Context: an optimization exercise on an open-source flow, tuned for small area. The choices shown serve that exercise and are no tape-out recipe. Only simulation tests tie the RTL to the original design; equivalence was not proved. No activity file was given, so power comes from the tool's default toggle rates.

## flow/flow/run.sh

```bash
#!/bin/bash
# Own layout flow: the standard layout (standard.sh, standard synthesis included) with two
# changes to how the layout is made:
#  - the clock tree is built without dummy balancing loads (CTS -dont_use_dummy_load), with the
#    same sink clustering and buffer list as config.mk asks for;
#  - the port buffers that the standard flow puts on every input and output are buf_1 cells.
# make's full output goes to standard.log here; ORFS keeps each step's log under orfs/logs.
set -euo pipefail
cd "$(dirname "$0")/.."
cat >> config.mk <<'EOT'
export CTS_ARGS = -sink_clustering_enable -repair_clock_nets -sink_clustering_size 18 -sink_clustering_max_diameter 45 -buf_list sky130_fd_sc_hd__clkbuf_8 -dont_use_dummy_load
export BUFFER_PORTS_ARGS = -buffer_cell sky130_fd_sc_hd__buf_1
EOT
bash standard.sh finish > standard.log 2>&1
```

## flow/standard.sh

```bash
#!/bin/bash
# synth_recipe.tcl (not shown) runs the flow's synth.tcl, then flattens the netlist and writes it again
# the make line also repeats each setting of config.mk as NAME=value (left out here)
make -C /OpenROAD-flow-scripts/flow DESIGN_CONFIG=/design/flow/config.mk WORK_HOME=/design/flow/orfs CLKGATE_MAP_FILE= SYNTH_SCRIPT=/design/flow/synth_recipe.tcl "${@:-finish}"
```

## flow/config.mk

```make
export PLATFORM = sky130hd
export DESIGN_NAME = OpdDemodulator
export DESIGN_NICKNAME = OpdDemodulator
export VERILOG_FILES = /design/flow/design.v
export SDC_FILE = /design/flow/constraint.sdc
export NUM_CORES = 4
export LEC_CHECK = 0
export CAP_MARGIN = 20
export CORE_MARGIN = 2
export CORE_UTILIZATION = 60
export CTS_BUF_LIST = sky130_fd_sc_hd__clkbuf_8
export CTS_CLUSTER_DIAMETER = 45
export CTS_CLUSTER_SIZE = 18
export PLACE_DENSITY = 0.7
export SLEW_MARGIN = 20
export CTS_ARGS = -sink_clustering_enable -repair_clock_nets -sink_clustering_size 18 -sink_clustering_max_diameter 45 -buf_list sky130_fd_sc_hd__clkbuf_8 -dont_use_dummy_load
export BUFFER_PORTS_ARGS = -buffer_cell sky130_fd_sc_hd__buf_1
```

## flow/constraint.sdc

```tcl
create_clock -name core_clock -period 15.0 [get_ports {clk}]
set_input_delay 3.0000 -clock core_clock [delete_from_list [all_inputs] [get_ports {clk}]]
set_output_delay 3.0000 -clock core_clock [all_outputs]
set_load 0.01 [all_outputs]
```

## flow/design.v

```verilog
module OpdDemodulator (
    input logic clk,
    input logic reset,
    input logic tick_i,
    input logic signed [23:0] ref_i,   
    input logic signed [23:0] sig_i,   
    output logic signed [23:0] x_o,
    output logic signed [23:0] y_o,
    output logic signed [31:0] phi_o,
    output logic signed [24:0] r_o,
    output logic done_o
);
  localparam int W = 29;
  function automatic logic [2:0] ldig(input logic [4:0] k, input logic [3:0] j);
    case ({k, j})
      {5'd0, 4'd2}: ldig = 3'b010;
      {5'd0, 4'd3}: ldig = 3'b111;
      {5'd0, 4'd4}: ldig = 3'b010;
      {5'd1, 4'd0}: ldig = 3'b010;
      {5'd1, 4'd1}: ldig = 3'b110;
      {5'd1, 4'd2}: ldig = 3'b011;
      {5'd1, 4'd4}: ldig = 3'b110;
      {5'd1, 4'd5}: ldig = 3'b010;
      {5'd2, 4'd0}: ldig = 3'b010;
      {5'd2, 4'd4}: ldig = 3'b111;
      {5'd2, 4'd5}: ldig = 3'b110;
      {5'd2, 4'd6}: ldig = 3'b010;
      {5'd3, 4'd0}: ldig = 3'b010;
      {5'd3, 4'd3}: ldig = 3'b111;
      {5'd3, 4'd5}: ldig = 3'b011;
      {5'd3, 4'd6}: ldig = 3'b010;
      {5'd4, 4'd0}: ldig = 3'b110;
      {5'd4, 4'd1}: ldig = 3'b011;
      {5'd4, 4'd2}: ldig = 3'b010;
      {5'd4, 4'd3}: ldig = 3'b010;
      {5'd4, 4'd4}: ldig = 3'b110;
      {5'd4, 4'd5}: ldig = 3'b110;
      {5'd4, 4'd6}: ldig = 3'b110;
      {5'd4, 4'd7}: ldig = 3'b010;
      {5'd5, 4'd0}: ldig = 3'b110;
      {5'd5, 4'd2}: ldig = 3'b110;
      {5'd5, 4'd3}: ldig = 3'b011;
      {5'd5, 4'd4}: ldig = 3'b110;
      {5'd5, 4'd7}: ldig = 3'b010;
      {5'd6, 4'd0}: ldig = 3'b111;
      {5'd6, 4'd1}: ldig = 3'b011;
      {5'd6, 4'd2}: ldig = 3'b111;
      {5'd6, 4'd3}: ldig = 3'b110;
      {5'd6, 4'd4}: ldig = 3'b011;
      {5'd6, 4'd5}: ldig = 3'b010;
      {5'd6, 4'd7}: ldig = 3'b010;
      {5'd7, 4'd0}: ldig = 3'b110;
      {5'd7, 4'd1}: ldig = 3'b010;
      {5'd7, 4'd3}: ldig = 3'b010;
      {5'd7, 4'd4}: ldig = 3'b010;
      {5'd7, 4'd5}: ldig = 3'b111;
      {5'd7, 4'd6}: ldig = 3'b110;
      {5'd7, 4'd7}: ldig = 3'b010;
      {5'd8, 4'd3}: ldig = 3'b010;
      {5'd8, 4'd4}: ldig = 3'b111;
      {5'd8, 4'd5}: ldig = 3'b011;
      {5'd8, 4'd6}: ldig = 3'b010;
      {5'd8, 4'd7}: ldig = 3'b110;
      {5'd9, 4'd0}: ldig = 3'b010;
      {5'd9, 4'd2}: ldig = 3'b110;
      {5'd9, 4'd3}: ldig = 3'b010;
      {5'd9, 4'd4}: ldig = 3'b111;
      {5'd9, 4'd5}: ldig = 3'b011;
      {5'd9, 4'd7}: ldig = 3'b010;
      {5'd9, 4'd8}: ldig = 3'b110;
      {5'd10, 4'd0}: ldig = 3'b110;
      {5'd10, 4'd1}: ldig = 3'b110;
      {5'd10, 4'd4}: ldig = 3'b110;
      {5'd10, 4'd6}: ldig = 3'b010;
      {5'd10, 4'd7}: ldig = 3'b111;
      {5'd10, 4'd8}: ldig = 3'b110;
      {5'd11, 4'd1}: ldig = 3'b110;
      {5'd11, 4'd2}: ldig = 3'b010;
      {5'd11, 4'd3}: ldig = 3'b010;
      {5'd11, 4'd5}: ldig = 3'b110;
      {5'd11, 4'd6}: ldig = 3'b110;
      {5'd11, 4'd8}: ldig = 3'b011;
      {5'd11, 4'd9}: ldig = 3'b110;
      {5'd12, 4'd0}: ldig = 3'b110;
      {5'd12, 4'd1}: ldig = 3'b010;
      {5'd12, 4'd3}: ldig = 3'b010;
      {5'd12, 4'd5}: ldig = 3'b110;
      {5'd12, 4'd7}: ldig = 3'b110;
      {5'd12, 4'd8}: ldig = 3'b011;
      {5'd12, 4'd9}: ldig = 3'b110;
      {5'd13, 4'd0}: ldig = 3'b010;
      {5'd13, 4'd2}: ldig = 3'b111;
      {5'd13, 4'd4}: ldig = 3'b110;
      {5'd13, 4'd5}: ldig = 3'b110;
      {5'd13, 4'd6}: ldig = 3'b110;
      {5'd13, 4'd7}: ldig = 3'b011;
      {5'd13, 4'd8}: ldig = 3'b111;
      {5'd14, 4'd1}: ldig = 3'b010;
      {5'd14, 4'd2}: ldig = 3'b111;
      {5'd14, 4'd4}: ldig = 3'b110;
      {5'd14, 4'd6}: ldig = 3'b010;
      {5'd14, 4'd7}: ldig = 3'b010;
      {5'd15, 4'd2}: ldig = 3'b010;
      {5'd15, 4'd3}: ldig = 3'b010;
      {5'd15, 4'd4}: ldig = 3'b111;
      {5'd15, 4'd5}: ldig = 3'b010;
      {5'd15, 4'd7}: ldig = 3'b111;
      {5'd15, 4'd9}: ldig = 3'b010;
      {5'd16, 4'd0}: ldig = 3'b010;
      {5'd16, 4'd1}: ldig = 3'b110;
      {5'd16, 4'd2}: ldig = 3'b010;
      {5'd16, 4'd4}: ldig = 3'b111;
      {5'd16, 4'd5}: ldig = 3'b011;
      {5'd16, 4'd7}: ldig = 3'b110;
      {5'd16, 4'd9}: ldig = 3'b011;
      {5'd17, 4'd1}: ldig = 3'b110;
      {5'd17, 4'd2}: ldig = 3'b110;
      {5'd17, 4'd4}: ldig = 3'b110;
      {5'd17, 4'd7}: ldig = 3'b011;
      {5'd17, 4'd9}: ldig = 3'b110;
      {5'd17, 4'd10}: ldig = 3'b010;
      {5'd18, 4'd0}: ldig = 3'b111;
      {5'd18, 4'd1}: ldig = 3'b110;
      {5'd18, 4'd3}: ldig = 3'b011;
      {5'd18, 4'd4}: ldig = 3'b111;
      {5'd18, 4'd5}: ldig = 3'b010;
      {5'd18, 4'd6}: ldig = 3'b010;
      {5'd18, 4'd7}: ldig = 3'b110;
      {5'd18, 4'd8}: ldig = 3'b010;
      {5'd18, 4'd10}: ldig = 3'b010;
      {5'd19, 4'd0}: ldig = 3'b110;
      {5'd19, 4'd2}: ldig = 3'b010;
      {5'd19, 4'd4}: ldig = 3'b111;
      {5'd19, 4'd6}: ldig = 3'b011;
      {5'd19, 4'd7}: ldig = 3'b110;
      {5'd19, 4'd9}: ldig = 3'b010;
      {5'd19, 4'd10}: ldig = 3'b010;
      {5'd20, 4'd0}: ldig = 3'b110;
      {5'd20, 4'd1}: ldig = 3'b110;
      {5'd20, 4'd2}: ldig = 3'b010;
      {5'd20, 4'd4}: ldig = 3'b110;
      {5'd20, 4'd5}: ldig = 3'b011;
      {5'd20, 4'd6}: ldig = 3'b110;
      {5'd20, 4'd8}: ldig = 3'b010;
      {5'd20, 4'd9}: ldig = 3'b010;
      {5'd20, 4'd10}: ldig = 3'b010;
      default: ldig = 3'b000;
    endcase
  endfunction
  function automatic logic [2:0] hdig(input logic [3:0] k, input logic [3:0] j);
    case ({k, j})
      {4'd1, 4'd1}: hdig = 3'b110;
      {4'd1, 4'd2}: hdig = 3'b110;
      {4'd1, 4'd3}: hdig = 3'b011;
      {4'd1, 4'd5}: hdig = 3'b010;
      {4'd1, 4'd6}: hdig = 3'b110;
      {4'd1, 4'd7}: hdig = 3'b110;
      {4'd2, 4'd1}: hdig = 3'b111;
      {4'd2, 4'd3}: hdig = 3'b011;
      {4'd2, 4'd4}: hdig = 3'b110;
      {4'd2, 4'd5}: hdig = 3'b010;
      {4'd2, 4'd6}: hdig = 3'b111;
      {4'd2, 4'd7}: hdig = 3'b010;
      {4'd2, 4'd8}: hdig = 3'b111;
      {4'd3, 4'd0}: hdig = 3'b111;
      {4'd3, 4'd1}: hdig = 3'b010;
      {4'd3, 4'd2}: hdig = 3'b010;
      {4'd3, 4'd4}: hdig = 3'b110;
      {4'd3, 4'd7}: hdig = 3'b010;
      {4'd3, 4'd8}: hdig = 3'b010;
      {4'd3, 4'd9}: hdig = 3'b111;
      {4'd4, 4'd0}: hdig = 3'b010;
      {4'd4, 4'd1}: hdig = 3'b111;
      {4'd4, 4'd2}: hdig = 3'b011;
      {4'd4, 4'd3}: hdig = 3'b110;
      {4'd4, 4'd4}: hdig = 3'b011;
      {4'd4, 4'd9}: hdig = 3'b110;
      {4'd4, 4'd10}: hdig = 3'b110;
      {4'd5, 4'd1}: hdig = 3'b110;
      {4'd5, 4'd2}: hdig = 3'b110;
      {4'd5, 4'd3}: hdig = 3'b110;
      {4'd5, 4'd4}: hdig = 3'b110;
      {4'd5, 4'd5}: hdig = 3'b010;
      {4'd5, 4'd6}: hdig = 3'b110;
      {4'd5, 4'd7}: hdig = 3'b010;
      {4'd5, 4'd8}: hdig = 3'b010;
      {4'd5, 4'd10}: hdig = 3'b110;
      {4'd5, 4'd11}: hdig = 3'b110;
      {4'd6, 4'd1}: hdig = 3'b010;
      {4'd6, 4'd2}: hdig = 3'b010;
      {4'd6, 4'd3}: hdig = 3'b010;
      {4'd6, 4'd4}: hdig = 3'b010;
      {4'd6, 4'd5}: hdig = 3'b110;
      {4'd6, 4'd6}: hdig = 3'b010;
      {4'd6, 4'd7}: hdig = 3'b110;
      {4'd6, 4'd8}: hdig = 3'b110;
      {4'd6, 4'd10}: hdig = 3'b010;
      {4'd6, 4'd11}: hdig = 3'b010;
      {4'd7, 4'd0}: hdig = 3'b110;
      {4'd7, 4'd1}: hdig = 3'b011;
      {4'd7, 4'd2}: hdig = 3'b111;
      {4'd7, 4'd3}: hdig = 3'b010;
      {4'd7, 4'd4}: hdig = 3'b111;
      {4'd7, 4'd9}: hdig = 3'b010;
      {4'd7, 4'd10}: hdig = 3'b010;
      {4'd8, 4'd0}: hdig = 3'b111;
      {4'd8, 4'd2}: hdig = 3'b110;
      {4'd8, 4'd4}: hdig = 3'b010;
      {4'd8, 4'd7}: hdig = 3'b110;
      {4'd8, 4'd8}: hdig = 3'b110;
      {4'd8, 4'd9}: hdig = 3'b011;
      {4'd9, 4'd1}: hdig = 3'b111;
      {4'd9, 4'd2}: hdig = 3'b010;
      {4'd9, 4'd3}: hdig = 3'b111;
      {4'd9, 4'd4}: hdig = 3'b010;
      {4'd9, 4'd5}: hdig = 3'b110;
      {4'd9, 4'd6}: hdig = 3'b011;
      {4'd9, 4'd7}: hdig = 3'b110;
      {4'd9, 4'd8}: hdig = 3'b011;
      {4'd10, 4'd1}: hdig = 3'b010;
      {4'd10, 4'd2}: hdig = 3'b010;
      {4'd10, 4'd3}: hdig = 3'b111;
      {4'd10, 4'd5}: hdig = 3'b110;
      {4'd10, 4'd6}: hdig = 3'b010;
      {4'd10, 4'd7}: hdig = 3'b010;
      default: hdig = 3'b000;
    endcase
  endfunction
  function automatic logic [23:0] fdel(input logic [23:0] v);
    if (!v[23] && (|v[22:0])) fdel = v - 24'd1;
    else if (v[23] && !(|v[22:0])) fdel = v + 24'd1;
    else fdel = v;
  endfunction
  function automatic logic [24:0] angle(input logic [4:0] i);   
    case (i)
      5'd0: angle = 25'd8388607;
      5'd1: angle = 25'd2097151;
      5'd2: angle = 25'd1238020;
      5'd3: angle = 25'd654136;
      5'd4: angle = 25'd332049;
      5'd5: angle = 25'd166669;
      5'd6: angle = 25'd83415;
      5'd7: angle = 25'd41718;
      5'd8: angle = 25'd20860;
      5'd9: angle = 25'd10430;
      5'd10: angle = 25'd5215;
      5'd11: angle = 25'd2607;
      5'd12: angle = 25'd1303;
      5'd13: angle = 25'd651;
      5'd14: angle = 25'd325;
      5'd15: angle = 25'd162;
      5'd16: angle = 25'd81;
      5'd17: angle = 25'd40;
      5'd18: angle = 25'd20;
      5'd19: angle = 25'd10;
      5'd20: angle = 25'd5;
      5'd21: angle = 25'd2;
      5'd22: angle = 25'd1;
      default: angle = 25'd0;
    endcase
  endfunction
  typedef enum logic [3:0] {
    S_IDLE, S_INS, S_CL1, S_CL2, S_CITER, S_PHASE, S_DONE, S_HIL, S_HSAT, S_PROD, S_PQ, S_LP, S_LPF
  } st_e;
  st_e st, st_n;
  logic [5:0] m, m_n;   
  logic [3:0] j, j_n;   
  logic [5:0] K, K_n;   
  logic par, par_n;   
  logic ins_r, ins_s, ins_pq, cap_a, cap_b;
  logic [5:0] cp, cp_n;   
  logic [3:0] cr0, cr1, cr0_n, cr1_n;   
  logic [3:0] cs, cs_n;   
  logic [39:0][22:0] pring, qring;
  logic [10:0][23:0] rring0, rring1;
  logic [11:0][23:0] sring;
  logic signed [W-1:0] accx, accy;
  logic [23:0] T, U;
  logic [24:0] PHI, PHI_n;
  logic pprev, pprev_n;   
  wire [22:0] ptap = pring[39];
  wire [22:0] qtap = qring[39];
  wire [23:0] r0tap = rring0[10];
  wire [23:0] r1tap = rring1[10];
  wire [23:0] stap = sring[11];
  wire ins_p_now = ins_pq && (cp == 6'd39);
  wire ins_r0_now = ins_r && !par && (cr0 == 4'd10);
  wire ins_r1_now = ins_r && par && (cr1 == 4'd10);
  wire ins_s_now = ins_s && (cs == 4'd11);
  always_ff @(posedge clk) begin
    pring <= {pring[38:0], ins_p_now ? T[22:0] : ptap};
    qring <= {qring[38:0], ins_p_now ? U[22:0] : qtap};
    rring0 <= {rring0[9:0], ins_r0_now ? T : r0tap};
    rring1 <= {rring1[9:0], ins_r1_now ? T : r1tap};
    sring <= {sring[10:0], ins_s_now ? fdel(U) : stap};
  end
  always_comb begin
    if (reset) begin
      cp_n = '0;
      cr0_n = '0;
      cr1_n = '0;
      cs_n = '0;
    end else begin
      cp_n = (cp == 6'd39) ? (ins_p_now ? 6'd1 : 6'd0) : cp + 6'd1;
      cr0_n = (cr0 == 4'd10) ? (ins_r0_now ? 4'd1 : 4'd0) : cr0 + 4'd1;
      cr1_n = (cr1 == 4'd10) ? (ins_r1_now ? 4'd1 : 4'd0) : cr1 + 4'd1;
      cs_n = (cs == 4'd11) ? (ins_s_now ? 4'd1 : 4'd0) : cs + 4'd1;
    end
  end
  always_ff @(posedge clk) begin
    cp <= cp_n;
    cr0 <= cr0_n;
    cr1 <= cr1_n;
    cs <= cs_n;
  end
  localparam logic [1:0] B_RING = 2'd0, B_TU = 2'd1, B_CROSS = 2'd2, B_AUX = 2'd3;
  logic c_shx, c_shy;   
  logic c_clrx, c_clry;   
  logic [1:0] c_bx, c_by;   
  logic [2:0] c_dx, c_dy;   
  logic [4:0] c_sa;   
  logic shx, shy, clrx, clry;
  logic [1:0] bxs, bys;
  logic [2:0] dx, dy;
  logic [4:0] sa;
  wire [23:0] rtap_h = par ? r1tap : r0tap;   
  wire [23:0] rtap_a = par ? r0tap : r1tap;   
  wire [3:0] cr_a = par ? cr0 : cr1;
  wire [3:0] cr_hn = par_n ? cr1_n : cr0_n;
  wire [5:0] kl = (m_n == 6'd40) ? 6'd0 : cp_n + 6'd1;   
  wire [5:0] klf = (kl > 6'd20) ? 6'd40 - kl : kl;   
  wire [2:0] ld = (kl < K_n) ? ldig(klf[4:0], j_n) : 3'b000;
  wire [2:0] hd = ({1'b0, cr_hn, 1'b0} < K_n) ? hdig(cr_hn, j_n) : 3'b000;
  logic [2:0] pd;
  always_comb begin
    case ({PHI_n[1:0], pprev_n})
      3'b001, 3'b010: pd = 3'b010;
      3'b011: pd = 3'b011;
      3'b100: pd = 3'b111;
      3'b101, 3'b110: pd = 3'b110;
      default: pd = 3'b000;
    endcase
  end
  wire signed [W-1:0] nx, ny;
  wire flip_n = ny[24];   
  always_comb begin
    shx = 1'b0;
    shy = 1'b0;
    clrx = 1'b0;
    clry = 1'b0;
    bxs = B_RING;
    bys = B_RING;
    dx = 3'b000;
    dy = 3'b000;
    sa = 5'd0;
    case (st_n)
      S_CL1: begin
        clrx = 1'b1;
        clry = 1'b1;
      end
      S_CL2: begin
        bxs = B_TU;
        bys = B_TU;
        dx = {PHI_n[24], 2'b10};
        dy = {PHI_n[24], 2'b10};
        sa = 5'd1;
      end
      S_CITER: begin
        bxs = B_CROSS;
        bys = B_CROSS;
        dx = {flip_n, 2'b10};
        dy = {!flip_n, 2'b10};
        sa = m_n[4:0];
        clry = (m_n == 6'd23);   
      end
      S_PHASE: begin
        bys = B_AUX;
        dy = (m_n == 6'd0) ? {PHI_n[0], PHI_n[1], 1'b0} : {!PHI_n[0], 2'b10};
        sa = 5'd1;
      end
      S_DONE: clrx = 1'b1;
      S_HIL: begin
        shx = (m_n == 6'd0) && (j_n != 4'd0);
        bxs = B_AUX;
        dx = hd;
        sa = {4'd0, !hd[0]};
      end
      S_HSAT: begin
        clrx = 1'b1;
        clry = 1'b1;
      end
      S_PROD: begin
        shx = (j_n != 4'd0);
        shy = shx;
        bxs = B_TU;
        bys = B_TU;
        dx = pd;
        dy = dx;
        sa = {4'd0, !dx[0]};
      end
      S_PQ: begin
        clrx = 1'b1;
        clry = 1'b1;
      end
      S_LP: begin
        shx = (m_n == 6'd0) && (j_n != 4'd0);
        shy = shx;
        bxs = (m_n == 6'd40) ? B_TU : B_RING;
        bys = bxs;
        dx = ld;
        dy = ld;
        sa = {4'd0, !ld[0]};
      end
      S_LPF: begin
        shx = 1'b1;
        shy = 1'b1;
      end
      default: ;
    endcase
  end
  always_ff @(posedge clk) begin
    c_shx <= shx;
    c_shy <= shy;
    c_clrx <= clrx;
    c_clry <= clry;
    c_bx <= bxs;
    c_by <= bys;
    c_dx <= dx;
    c_dy <= dy;
    c_sa <= sa;
  end
  logic signed [24:0] srcx, srcy;
  always_comb begin
    case (c_bx)
      B_RING: srcx = 25'($signed(ptap));
      B_TU: srcx = 25'($signed(T));
      B_CROSS: srcx = accy[24:0];
      default: srcx = 25'($signed(rtap_h));
    endcase
    case (c_by)
      B_RING: srcy = 25'($signed(qtap));
      B_TU: srcy = 25'($signed(U));
      B_CROSS: srcy = accx[24:0];
      default: srcy = angle(m[4:0]);
    endcase
  end
  function automatic logic [W-1:0] rca(input logic [W-1:0] a, input logic [W-1:0] b, input logic cin);
    logic c;
    c = cin;
    for (int i = 0; i < W; i++) begin
      rca[i] = a[i] ^ b[i] ^ c;
      c = (a[i] & b[i]) | (c & (a[i] ^ b[i]));
    end
  endfunction
  function automatic logic signed [W-1:0] lane(input logic shr, input logic signed [W-1:0] acc,
                                               input logic signed [24:0] src, input logic [4:0] sa,
                                               input logic z, input logic neg);
    logic signed [W-1:0] a, b, sh;
    logic signed [25:0] v;
    sh = acc >>> 2;
    a = shr ? sh : acc;
    v = $signed({src, 1'b0}) >>> sa;   
    b = z ? '0 : W'(v);
    lane = rca(a, neg ? ~b : b, neg);
  endfunction
  assign nx = lane(c_shx, accx, srcx, c_sa, !c_dx[1], c_dx[2]);
  assign ny = lane(c_shy, accy, srcy, c_sa, !c_dy[1], c_dy[2]);
  wire hpos = !accx[W-1] && (|accx[W-2:24]);
  wire hneg = accx[W-1] && !(&accx[W-2:24]);
  wire [23:0] hsat = hpos ? 24'h7fffff : hneg ? 24'h800000 : accx[24:1];
  wire xpos = !accx[24] && (|accx[23:1]);
  wire sig_c = !accy[24];   
  always_ff @(posedge clk) begin
    accx <= (reset || c_clrx) ? '0 : nx;
    accy <= (reset || c_clry) ? '0 : ny;
  end
  always_comb begin
    st_n = st;
    m_n = m;
    j_n = j;
    K_n = K;
    par_n = par;
    PHI_n = PHI;
    pprev_n = 1'b0;
    case (st)
      S_IDLE: begin
        if (tick_i) begin
          par_n = !par;
          if (K != 6'd63) K_n = K + 6'd1;
          st_n = S_INS;
        end
      end
      S_INS: begin
        if (!ins_r && !ins_s) st_n = S_CL1;
      end
      S_CL1: begin
        PHI_n = {accy[24], !xpos, 23'd0};   
        st_n = S_CL2;
      end
      S_CL2: begin
        m_n = 6'd1;
        st_n = S_CITER;
      end
      S_CITER: begin
        PHI_n = {sig_c, PHI[24:1]};   
        m_n = m + 6'd1;
        if (m == 6'd23) begin
          m_n = '0;
          st_n = S_PHASE;
        end
      end
      S_PHASE: begin
        PHI_n = (m == 6'd0) ? {2'b00, PHI[24:2]} : {1'b0, PHI[24:1]};
        m_n = m + 6'd1;
        if (m == 6'd23) st_n = S_DONE;
      end
      S_DONE: begin
        m_n = '0;
        j_n = '0;
        st_n = S_HIL;
      end
      S_HIL: begin
        if (m == 6'd10) begin
          m_n = '0;
          j_n = j + 4'd1;
          if (j == 4'd11) st_n = S_HSAT;
        end else m_n = m + 6'd1;
        if (cap_b && cs == 4'd11) PHI_n = {(K > 6'd11) ? stap : 24'd0, 1'b0};
      end
      S_HSAT: begin
        j_n = '0;
        st_n = S_PROD;
      end
      S_PROD: begin
        PHI_n = $signed(PHI) >>> 2;
        pprev_n = PHI[1];
        j_n = j + 4'd1;
        if (j == 4'd12) st_n = S_PQ;
      end
      S_PQ: begin
        m_n = '0;
        j_n = '0;
        st_n = S_LP;
      end
      S_LP: begin
        if (m == 6'd40) begin
          m_n = '0;
          j_n = j + 4'd1;
          if (j == 4'd10) st_n = S_LPF;
        end else m_n = m + 6'd1;
      end
      S_LPF: st_n = S_IDLE;
      default: st_n = S_IDLE;
    endcase
    if (reset) begin
      st_n = S_IDLE;
      K_n = '0;
      par_n = 1'b0;
      m_n = '0;
      j_n = '0;
    end
  end
  always_ff @(posedge clk) begin
    st <= st_n;
    m <= m_n;
    j <= j_n;
    K <= K_n;
    par <= par_n;
    PHI <= PHI_n;
    pprev <= pprev_n;
  end
  always_ff @(posedge clk) begin
    if (reset) begin
      ins_r <= 1'b0;
      ins_s <= 1'b0;
      ins_pq <= 1'b0;
      cap_a <= 1'b0;
      cap_b <= 1'b0;
    end else begin
      if (ins_p_now) ins_pq <= 1'b0;
      if (ins_r0_now || ins_r1_now) ins_r <= 1'b0;
      if (ins_s_now) ins_s <= 1'b0;
      case (st)
        S_IDLE: begin
          if (tick_i) begin
            T <= ref_i;
            U <= sig_i;
            ins_r <= 1'b1;
            ins_s <= 1'b1;
          end
        end
        S_CL1: begin
          T <= accy[24:1];   
          U <= accx[24:1];   
        end
        S_DONE: begin
          cap_a <= 1'b1;
          cap_b <= 1'b1;
        end
        S_HSAT: T <= hsat;   
        S_PQ: begin
          T <= accy[24:1];   
          U <= accx[24:1];   
        end
        S_LPF: ins_pq <= 1'b1;
        default: ;
      endcase
      if (st == S_HIL) begin
        if (cap_a && cr_a == 4'd5) begin
          U <= (K > 6'd11) ? fdel(rtap_a) : 24'd0;   
          cap_a <= 1'b0;
        end
        if (cap_b && cs == 4'd11) cap_b <= 1'b0;
      end
    end
  end
  assign done_o = (st == S_DONE);
  assign x_o = U;
  assign y_o = T;
  assign r_o = accx[24:0];
  assign phi_o = 32'($signed(accy[24:0]));
endmodule
```

==> results of run 1 <==
through the flow:
| stage | util [%] | setup slack, ns | power, W | setup TNS [ns] |
|---|---|---|---|---|
| 5_1_grt | 64.8 | -0.00260 | 0.0124 | -0.00260 |
| 2_1_floorplan | - | 0.0259 | 0.00846 | 0 |
| 4_1_cts | 64.8 | 0.0272 | 0.0120 | 0 |
| 3_3_place_gp | 62.5 | -0.178 | 0.00880 | -0.178 |
| 3_5_place_dp | 62.5 | -0.315 | 0.00881 | -0.368 |
| 6_report | 64.8 | 0.568 | 0.0119 | 0 |
worst paths after layout:
path	from	cells past startpoint	endpoint	slack [ns]
max	c_by[0]	42	accy[28]	0.57
min	pring[595]	0	pring[618]	0.24
max reg2reg	c_by[0]	42	accy[28]	0.57
min reg2reg	pring[595]	0	pring[618]	0.24
worst max-delay path: cells and delay by family (launching register included):
family | cells | cell delay (ns)
fa+ha+maj | 27 | 11.13
flops | 1 | 0.38
buf+inv | 4 | 0.63
mux | 4 | 1.14
compound gates | 3 | 0.58
simple gates | 2 | 0.26
xor+xnor | 2 | 0.30
power groups by stage:
stage | Clock (W) | Combinational, W | Sequential [W]
floorplan | 0 | 0.000511 | 0.00795
global placement | 0 | 0.000825 | 0.00798
detailed placement | 0 | 0.000826 | 0.00798
CTS | 0.00339 | 0.000834 | 0.00781
global route | 0.00367 | 0.000906 | 0.00782
finish | 0.00329 | 0.000855 | 0.00780
placed cells by master (no fill, tap or decap), types with 13 or more instances in the layout:
cell type	instances
dfxtp_1	2795
nand2_1	211
mux2_2	201
clkbuf_8	201
o21ai_0	185
nor2_1	167
buf_1	155
buf_4	139
a21oi_1	120
mux2i_1	119
nand3_1	94
xnor2_1	92
inv_1	81
and2_1	71
edfxtp_1	70
nor3_1	61
mux4_2	49
fa_1	41
ha_1	35
o22ai_1	27
xor2_1	26
a22o_1	25
nor4_1	22
a222oi_1	22
a211oi_1	22
nand4_1	21
or3_1	20
o211ai_1	16
a31oi_1	14
o31ai_1	14
o2111ai_1	14
nor2b_1	13
fa_2	13
sequential cells by signal, summed over array words and instances, names as in the netlist, 2 cells and up, named ones only:
name	cells
cr1	4
cp	6
accy	29
c_dx	2
accx	29
qring	920
c_sa	5
c_bx	2
rring1	264
m	6
j	4
sring	288
cr0	4
T	24
cs	4
K	6
st	4
pring	920
U	24
c_dy	2
c_by	2
rring0	264
PHI	25
cells in the mapped netlist, types with 13 or more instances:
cell type     n  share of area, %
o2111ai_1    14              0.16
mux2_2      201               3.0
nand2_1     212               1.1
a31oi_1      14              0.12
o22ai_1      27              0.23
nand3_1      95              0.64
xnor2_1      92               1.1
ha_1         35              0.59
buf_1        19             0.096
nor3_1       62              0.42
mux4_2       49               1.5
xor2_1       26              0.31
a222oi_1     22              0.30
or3_1        20              0.17
mux2i_1     120               1.6
a22o_1       25              0.29
inv_1        81              0.41
nor4_1       22              0.18
nor2_1      169              0.85
buf_4        62              0.62
o21ai_0     187               1.3
nand4_1      21              0.18
o211ai_1     16              0.16
clkbuf_1    133              0.67
fa_1         54               1.4
and2_1       71              0.60
edfxtp_1     70               2.8
a211oi_1     24              0.24
nor2b_1      13              0.11
dfxtp_1    2800                75
o31ai_1      14              0.14
buf_2        22              0.15
a21oi_1     121              0.81
logic make-up after synthesis:
group	after synthesis	synth area share, %
flops	2870	78.0
xor+xnor	119	1.41
fa+ha+maj	91	2.06
buf+inv	327	2.06
compound gates	596	5.30
mux	373	6.19
simple gates	762	5.02
layout make-up:
| cell class | instances | area, um2 | share of cell area, % |
|---|---|---|---|
| multi-input cells | 1941 | 15000 | 18.7 |
| clock buffers | 201 | 2770 | 3.46 |
| flip-flops and latches | 2870 | 58200 | 72.7 |
| repair buffers | 300 | 1740 | 2.18 |
| well taps | 1637 | 2050 | 2.56 |
| inverters | 87 | 327 | 0.408 |
| diodes | 8 | 20.0 | 0.0250 |
layer usage:
layer	global-route usage, %	wire length (um)	vias to the layer above
met1	35.1	72100	18003
met2	36.1	67200	1122
met4	10.3	6490	16
met5	0	98	-
li1	-	-	17591
met3	4.78	9530	328
timing repair:
action,4_1_cts,5_1_grt
gates cloned,1,0
gates resized for setup,7,12
pin swaps,0,1
buffers inserted,1,2
endpoints found under the setup margin,2,3
==> run notes, run 1 <==
cts bufs inserted: 201
vias in the first global route: 35809
Total GRT Usage: 24.4%
Synth Warn #: 1
largest net degree at the start of global routing: 70
final WL: 155 mm
Chip Height: 357 um
Tcrit/Tclk final: 96.2%
P&R area growth vs syn: 7.33%
Synth Cell Area: 0.0746 mm2
Slowest-stage cell, CP: mux4_2
Port Buf Inserts: 156
layout filler cell count: 8928
CP peak stage delay: 0.54 ns
Iter 0 DRT Violations: 3262
P_leak: 31.7 nW
Mapped Cells: 5138
final hold vios: 0
die width: 357 um
placed cell area: 0.0772 mm2
DIE AREA: 0.127 mm2
antenna-violating nets left: 0
first-pass GRT wire length: 229 mm
CP Max Fanout: 9
Hold Crit Class: register to register
synth unique cells: 106
worst vdd ir: 0.124 mV
Synth Net Count: 5278
Mean Syn Cell Area: 14.5 um2
Synth Flop Type: dfxtp_1
Core Area: 0.123 mm2
CTS tree: done
layout cells sized above 1: 12.5%
row cnt: 129
run status: finished clean
crit path launch type: register
GP Congestion: 0.928
internal power: 0.00922 W
nets: 5541
Boundary Pins: 157
Slew headroom: 27.5%
cts hold-fix bufs: 0
worst-margin pin slew: 1.08 ns
critical path required time: 15.84 ns
routed len/inst: 22.1 um
sequential power share: 65.3%
Final Skew: 0.113 ns
sequential cell area fraction in the yosys report: 78.0%
Post-synth EDFFs: 70
FMAX: 69.3 MHz
detail-routed via count per cell: 5.26
clock share of power: 27.5%
WHS: 0.237 ns
min cycle time layout: 14.43 ns
Num Clock Sinks: 2870
Crit Path Category: register to register
clock-pin slew on the worst setup and hold paths: 0.09 ns
endpoints failing setup: 0
CTS Buffer Depth: 3
Sw Share: 22.8%
Clock Latency Late Sink: 0.94 ns
depth of the CTS H-tree: 4
MaxCap Viol Count: 0
cell mode on critical path: fa_1
pwr dens: 149 mW/mm2
Logic pwr share: 7.2%
initial antenna violation count: 15
DR pass1 iterations: 8
NetSw: 0.00273 W
fin cells: 7044
starting density of the core: 60.4%
max-slew violation count: 0
Final Cell Area: 0.0801 mm2
Remaining Overflow, GRT: 0
HPWL after detailed placement: 108 mm
Critical Path AT: 15.27 ns
DRC violations left: 0
Critical Path End Type: register
Cells after DPL: 6831
Via Count: 37060
Root Buffer: clkbuf_8
ys async rst share: 0%
flops & latches, synth: 2870
==> inputs of run 2 (changes only) <==
--- a/flow/config.mk
+++ b/flow/config.mk
@@ -5,6 +5,7 @@
 export SDC_FILE = /design/flow/constraint.sdc
 export NUM_CORES = 4
 export LEC_CHECK = 0
+export ABC_AREA = 1
 export CAP_MARGIN = 20
 export CORE_MARGIN = 2
 export CORE_UTILIZATION = 60
==> run 2 against run 1 <==
Fmax decreased by 0.39%. Largest cell class unchanged. Sequential share of layout area up 0.15 points. Design area shrank 0.22%. Critical path depth up 3. Area after synthesis is 0.58% lower. First-iteration DRC count increased by 19%. Sequential cell count did not move. Non-clock buffer count grew 27. Sequential power is 0.8% lower. Register-to-register slack lost 0.06 ns.
==> run notes, run 2 <==
run status: finished clean
Multi-input gate area: 0.0133 mm2 (-11%)
starting density of the core: 60.7% (+0.28 points)
CP peak stage delay: 0.61 ns (+0.07 ns)
crit path launch type: register
Worst R2R Path Depth: 45 (+7.1%)
most frequent cells in the layout: dfxtp_1, nand2_1, inv_1
Hold Crit Class: register to register
unrepaired setup endpoints after global routing: false
Chip Height: 356 um (-0.29%)
largest area contributor in the netlist: dfxtp_1
synth cell count leaders: dfxtp_1, nand2_1, inv_1
Iter 0 DRT Violations: 3889 (+19%)
top-area cell type share of the netlist area: 75.6% (+0.43 points)
commonest non-fill, non-tap cell in the layout: dfxtp_1
MaxCap Viol Count: 0 (unchanged)
Setup crit end: accx[28]
worst-margin pin slew: 1.17 ns (+0.0949 ns)
Post-Route Utilization: 65.4% (+0.54 points)
FMAX: 69.0 MHz (-0.39%)
final WL: 169 mm (+8.5%)
Slowest-stage cell, CP: dfxtp_1
Slew headroom: 21.9% (-5.6 points)
min cycle time layout: 14.49 ns (+0.0569 ns)
worst r2r src: c_bx[1]
Worst R2R End: accx[28]
routed len/inst: 21.3 um (-3.6%)
Mapped Cells: 5992 (+17%)
layout cells sized above 1: 7.36% (-5.2 points)
nets: 6435 (+16%)
Seq. cell area: 0.0582 mm2 (about the same)
Final Cell Area: 0.0799 mm2 (-0.22%)
Remaining Overflow, GRT: 0 (unchanged)
max-slew violation count: 0 (unchanged)
Mean Syn Cell Area: 12.4 um2 (-15%)
layout filler cell count: 8951 (+0.26%)
vias in the first global route: 39356 (+9.9%)
DIE AREA: 0.126 mm2 (-0.57%)
CTS Buffer Depth: 3 (unchanged)
Num Clock Sinks: 2870 (unchanged)
Port Buf Inserts: 156 (unchanged)
first-pass GRT wire length: 247 mm (+8.1%)
row cnt: 128 (-0.78%)
CTS tree: done
detail-routed via count per cell: 5.10 (-3.0%)
P&R area growth vs syn: 7.72%
cts hold-fix bufs: 0 (unchanged)
Post-synth EDFFs: 70 (unchanged)
Synth Cell Area: 0.0742 mm2 (-0.58%)
pwr dens: 146 mW/mm2 (-2.5%)
HPWL after detailed placement: 122 mm (+14%)
placed cell area: 0.0770 mm2 (-0.23%)
DRC violations left: 0 (unchanged)
die width: 356 um (-0.29%)
GP Congestion: 1.02 (+10%)
Core Area: 0.122 mm2 (-1.0%)
largest cells by area after synthesis: dfxtp_1, nand2_1, o21ai_0
cell mode on critical path: fa_1
Root Buffer: clkbuf_8
worst vdd ir: 0.144 mV (+16%)
biggest regs: pring x920, qring x920, sring x288
Tcrit/Tclk final: 96.6% (+0.38 points)
largest net degree at the start of global routing: 86 (+23%)
Synth Warn #: 1 (unchanged)
synth unique cells: 64 (-40%)
depth of the CTS H-tree: 4 (unchanged)
DR pass1 iterations: 8 (unchanged)
Final Skew: 0.115 ns (+0.00198 ns)
Via Count: 40442 (+9.1%)
Total GRT Usage: 26.6% (+2.2 points)
flops & latches, synth: 2870 (unchanged)
cts bufs inserted: 200 (-0.50%)
P_leak: 32.7 nW (+3.2%)
R2R Setup Slk: 0.51 ns (-0.06 ns)
clock-pin slew on the worst setup and hold paths: 0.10 ns (about the same)
Crit Path Category: register to register
Boundary Pins: 157 (unchanged)
critical path required time: 15.79 ns (-0.05 ns)
sequential cell area fraction in the yosys report: 78.4% (+0.45 points)
initial antenna violation count: 10 (-5)
count leader, synth: dfxtp_1
final hold vios: 0 (unchanged)
Synth Flop Type: dfxtp_1
Clock Latency Late Sink: 0.93 ns (about the same)
endpoints failing setup: 0 (unchanged)
crit path launch: c_bx[1]
setup tns final: 0 ns (unchanged)
ys async rst share: 0% (unchanged)
CP Max Fanout: 12 (+3)
Synth Net Count: 6132 (+16%)
antenna-violating nets left: 0 (unchanged)
Critical Path AT: 15.28 ns (about the same)
Critical Path End Type: register
## run 2: worst min path at each step
stage,start,to,slack (ns),depth (start not counted)
after floorplan,pring[77],pring[100],0.31,0
after global placement,sring[119],sring[143],0.31,0
after detailed placement,pring[170],pring[193],0.31,0
after CTS,pring[4],pring[27],0.24,0
after global routing,pring[4],pring[27],0.24,0
final,pring[26],pring[49],0.25,0
## run 2: cells by family (layout without fill, tap and decap cells)
logic type               Yosys count  in the layout  synth area share (%)
AND/OR/NAND/NOR                 1406           1406                  7.80
other                              0              8                     0
flip-flops                      2870           2870                  78.4
buffers and inverters            680            981                  3.78
adder cells (fa/ha/maj)           89             89                  2.05
multiplexers                      30             30                 0.420
XOR/XNOR                          86             86                  1.02
AO/OA/AOI/OAI                    831            831                  6.52
## run 2: where the power goes
part           leakage, nW  total (W)  internal, W  switching [W]
clock network         1.44    0.00328      0.00119        0.00209
registers             23.2    0.00774      0.00770      0.0000398
logic                 8.03   0.000600     0.000170       0.000431
## run 2: final cells by class
type / instances / area share [%]
tap: 1625 / 2.54
multi-input combinational: 2442 / 16.6
sequential: 2870 / 72.8
inverter: 454 / 2.14
clock buffer: 200 / 3.45
timing repair buffer: 327 / 2.41
antenna: 8 / 0.0251
## run 2: timing repair
action	4_1_cts	5_1_grt
setup endpoints to repair	1	4
pin swaps	0	4
buffers inserted	2	6
gates resized for setup	17	23
## run 2: per-stage QoR
stage               total power [W]  instances  hold WS (ns)  worst slack (ns)
floorplan                   0.00824       5992         0.310             0.598
global placement            0.00850       7710         0.310           -0.0613
detailed placement          0.00850       7710         0.312            -0.217
CTS                          0.0117       7912         0.239            0.0302
global route                 0.0120       7920         0.241            0.0174
finish                       0.0116       7926         0.250             0.511
## run 2: critical path: cells and delay by family, from the launching register on
| kind | cells | cell delay (ns) |
|---|---|---|
| xor gates and xnor gates | 3 | 0.51 |
| AOI/OAI and AO/OA | 7 | 1.26 |
| adders and majority gates | 27 | 11.01 |
| buffers and inverters | 3 | 0.53 |
| and+or+nand+nor | 5 | 0.48 |
| DFF | 1 | 0.61 |
## run 2: layer usage
| layer | GRT usage [%] | wire (um) | up-vias | share of wire, % |
|---|---|---|---|---|
| li1 | - | - | 19526 | - |
| met1 | 38.8 | 79200 | 19278 | 47 |
| met2 | 40.3 | 73400 | 1353 | 44 |
| met3 | 4.60 | 10500 | 285 | 6.2 |
| met4 | 9.14 | 5490 | 0 | 3.3 |
| met5 | 0 | 0 | - | 0 |

## separate check: timing with driven ports
How much do the figures lean on ideal ports? The routed layouts below were timed once more, with nothing changed but the port constraints. Step 1 assumes that a clkbuf_16 drives the clock port and a buf_2 every other input. Step 2 times the ports against the registers' clock, not the clock port: input delays grow and output delays shrink by t, the midpoint of the rising clock arrivals with the driver on. a / b / c = ideal / step 1 / step 2; a / b = the first two.
| run | t, ns | setup slack, ns | worst setup path after step 2 | worst slew at a driven data input, ns |
|---|---|---|---|---|
| run 1 | 0.950 | 0.568 / 0.568 / 0.568 | register to register | 0.20 |
| run 2 | 0.953 | 0.511 / 0.511 / 0.511 | register to register | 0.05 |
After both steps every run listed still meets setup and hold.
